Background: an optimization exercise with open tools, aiming at small area. Do not read the settings as production practice. The RTL was checked by simulation tests, not by an equivalence proof against the original design. The clock port is modelled as an ideal driver; clocking choices that lean on that would not hold on a real chip.

## cfar_detector
module cfar_detector #(
    parameter DATA_WIDTH = 16,
    parameter GUARD_CELLS = 4,
    parameter REFERENCE_CELLS = 16
)(
    input wire clk,
    input wire rst_n,
    input wire enable,
    input wire [DATA_WIDTH-1:0] data_in,
    input wire data_valid,
    input wire [15:0] threshold_scale,
    output reg [15:0] detected_range,
    output reg [15:0] detected_velocity,
    output reg target_detected
);
wire acc = enable & data_valid;
reg [15:0] dly [1:41];           
reg [20:0] rsum;                 
reg [15:0] cnt;                  
reg        warm;                 
reg        p1, p2;               
integer i;
always @(posedge clk) begin
    if (acc) begin
        dly[1] <= data_in;
        for (i = 2; i <= 41; i = i + 1)
            dly[i] <= dly[i-1];
    end
end
wire [5:0] c6 = cnt[5:0];
wire v16 = warm | (c6 >= 6'd16);
wire v21 = warm | (c6 >= 6'd21);
wire v25 = warm | (c6 >= 6'd25);
wire v41 = warm | (c6 >= 6'd41);
wire [15:0] t16 = dly[16] & {16{v16}};
wire [15:0] t25 = dly[25] & {16{v25}};
wire [15:0] t41 = dly[41] & {16{v41}};
wire [20:0] rsum_next = rsum + data_in - t16 + t25 - t41;
  ...
clock: 10.0 ns
lec_check: 0
cap_margin: 20
core_margin: 2
core_utilization: 60
slew_margin: 20
standard.sh (not shown) runs the stock make flow with config.mk's settings and CLKGATE_MAP_FILE= SYNTH_SCRIPT=/design/flow/synth_recipe.tcl, a recipe that flattens the netlist after the stock synthesis.
==> flow/flow/run.sh <==
#!/bin/bash
# Standard ORFS layout with two changes: input/output port buffers use the
# smallest buffer cell, and clock tree synthesis uses small clock buffers
# without dummy loads.
set -euo pipefail
export BUFFER_PORTS_ARGS="-buffer_cell sky130_fd_sc_hd__buf_1"
export CTS_ARGS="-sink_clustering_enable -repair_clock_nets -dont_use_dummy_load -buf_list sky130_fd_sc_hd__clkbuf_16 -sink_clustering_size 36 -sink_clustering_max_diameter 90"
bash standard.sh finish > standard_make.log 2>&1
Edit:
--- a/flow/flow/run.sh
+++ b/flow/flow/run.sh
@@ -7 +7 @@
-export CTS_ARGS="-sink_clustering_enable -repair_clock_nets -dont_use_dummy_load -buf_list sky130_fd_sc_hd__clkbuf_16 -sink_clustering_size 36 -sink_clustering_max_diameter 90"
+export CTS_ARGS="-sink_clustering_enable -repair_clock_nets -dont_use_dummy_load -buf_list sky130_fd_sc_hd__clkbuf_16 -sink_clustering_size 28 -sink_clustering_max_diameter 70"
What happened:
- The new run produced a clean layout
- first-iteration DRC count falls by a few percent
- design area is higher slightly
- wire length climbs slightly
- register-to-register slack stays flat
- global-route usage went up by 0.37 points
- maximum frequency went down slightly
Edit:
--- a/flow/flow/run.sh
+++ b/flow/flow/run.sh
@@ -7 +7 @@
-export CTS_ARGS="-sink_clustering_enable -repair_clock_nets -dont_use_dummy_load -buf_list sky130_fd_sc_hd__clkbuf_16 -sink_clustering_size 28 -sink_clustering_max_diameter 70"
+export CTS_ARGS="-sink_clustering_enable -repair_clock_nets -dont_use_dummy_load -buf_list sky130_fd_sc_hd__clkbuf_8 -sink_clustering_size 18 -sink_clustering_max_diameter 60"
What happened: Setup slack improved by 0.084 ns. Routed wire length came out higher by 0.42%. Via count is higher by 0.35%. Clock skew came out higher by 0.010 ns. Final area shrinks by 1.0%. Non-clock buffer count is lower by 2. Die area stays the same. Global-route usage increases by 0.13 points.
Edit:
--- a/flow/flow/run.sh
+++ b/flow/flow/run.sh
@@ -7 +7 @@
-export CTS_ARGS="-sink_clustering_enable -repair_clock_nets -dont_use_dummy_load -buf_list sky130_fd_sc_hd__clkbuf_8 -sink_clustering_size 18 -sink_clustering_max_diameter 60"
+export CTS_ARGS="-sink_clustering_enable -repair_clock_nets -dont_use_dummy_load -buf_list sky130_fd_sc_hd__clkbuf_8 -sink_clustering_size 16 -sink_clustering_max_diameter 60"
Result:
- count of clock-buffer cells in the layout grows by 5
- clock skew is about the same
- first-iteration DRC count is higher by a few percent
- area after synthesis does not change
- via count hardly moves
- worst setup slack improves by 0.046 ns

========
cfar_detector again, from the RTL that the note above started with.
// cfar_detector
module cfar_detector #(
    parameter DATA_WIDTH = 16,
    parameter GUARD_CELLS = 4,
    parameter REFERENCE_CELLS = 16
)(
    input wire clk,
    input wire rst_n,
    input wire enable,
    input wire [DATA_WIDTH-1:0] data_in,
    input wire data_valid,
    input wire [15:0] threshold_scale,
    output reg [15:0] detected_range,
    output reg [15:0] detected_velocity,
    output reg target_detected
);
clock: 10.0 ns
lec_check: 0
cap_margin: 20
core_margin: 2
core_utilization: 60
slew_margin: 20
==> flow/flow/run.sh <==
#!/bin/bash
# Standard ORFS layout with these changes:
#  - after the standard synthesis, flow/fapol.py chooses the polarity of each full
#    adder (a full adder is self-dual) and of simple gates so that fewer inverters
#    are needed; registers and ports are left as the synthesis made them;
#  - input/output port buffers use the smallest buffer cell;
#  - clock tree synthesis uses clkbuf_8 without dummy loads.
set -euo pipefail
export BUFFER_PORTS_ARGS="-buffer_cell sky130_fd_sc_hd__buf_1"
export CTS_ARGS="-sink_clustering_enable -repair_clock_nets -dont_use_dummy_load -buf_list sky130_fd_sc_hd__clkbuf_8 -sink_clustering_size 18 -sink_clustering_max_diameter 60"
R=orfs/results/${FLOW_PLATFORM}/cfar_detector/base
LIB=${FLOW_HOME}/platforms/${FLOW_PLATFORM}/lib/sky130_fd_sc_hd__tt_025C_1v80.lib
bash standard.sh synth > synth_make.log 2>&1
cp $R/1_2_yosys.v $R/1_2_yosys_standard.v
python3 flow/fapol.py $R/1_2_yosys_standard.v $R/1_2_yosys.v $LIB > fapol.log 2>&1
rm -f $R/1_synth.odb $R/1_synth.sdc
bash standard.sh finish > standard_make.log 2>&1
Other scripts of this flow, unchanged in this note and not shown: flow/flow/fapol.py
==> next run, changes <==
--- a/flow/flow/run.sh
+++ b/flow/flow/run.sh
@@ -6,0 +7 @@
+#  - one tie cell drives all constant-0 outputs;
@@ -8,0 +10 @@
+export SKIP_REPAIR_TIE_FANOUT=1
--- a/flow/config.mk
+++ b/flow/config.mk
@@ -10 +10 @@
-export CORE_UTILIZATION = 60
+export CORE_UTILIZATION = 75
The new run completed without violations.
Design area is lower slightly.
Worst setup slack is worse by 0.077 ns.
Clock skew rose by 0.014 ns.

## afterwards: timing with drivers on the ports
The results above use ideal ports. As a check the final layouts listed here were re-extracted and re-timed, cells and wires unchanged.
Step 1 (the two cells are an assumption about what drives the block):
set clk [get_ports {clk}]
set_driving_cell -lib_cell sky130_fd_sc_hd__clkbuf_16 $clk
set_driving_cell -lib_cell sky130_fd_sc_hd__buf_2 [delete_from_list [all_inputs] $clk]
Step 2, shift: input delay + t, output delay - t, t = (earliest + latest rising clock arrival at the registers) / 2. This alone moves slack from input paths to output paths.
Three values: ideal, step 1, step 2; two values: the first two.
| run | t, ns | setup slack, ns | latest minus earliest clock arrival (ns) | worst data-port slew with drivers (ns) |
|---|---|---|---|---|
| the first run of note 1 | 0.625 | 1.193 / 1.208 / 0.583 | 0.078 / 0.077 | 0.07 |
| the second run of note 1 | 0.595 | 1.104 / 1.118 / 0.523 | 0.074 / 0.074 | 0.07 |
| the third run of note 1 | 0.670 | 1.188 / 1.198 / 0.528 | 0.078 / 0.078 | 0.06 |
| the fourth run of note 1 | 0.673 | 1.235 / 1.244 / 0.570 | 0.125 / 0.125 | 0.07 |
| the first run of note 2 | 0.695 | 1.002 / 1.033 / 0.338 | 0.068 / 0.068 | 0.05 |
| the second run of note 2 | 0.680 | 0.925 / 0.956 / 0.276 | 0.093 / 0.093 | 0.06 |
After both steps every run listed still meets setup and hold. For the fourth run of note 1, which loses most, drivers alone change the setup slack by +0.009 ns; drivers and shift together by -0.665 ns.
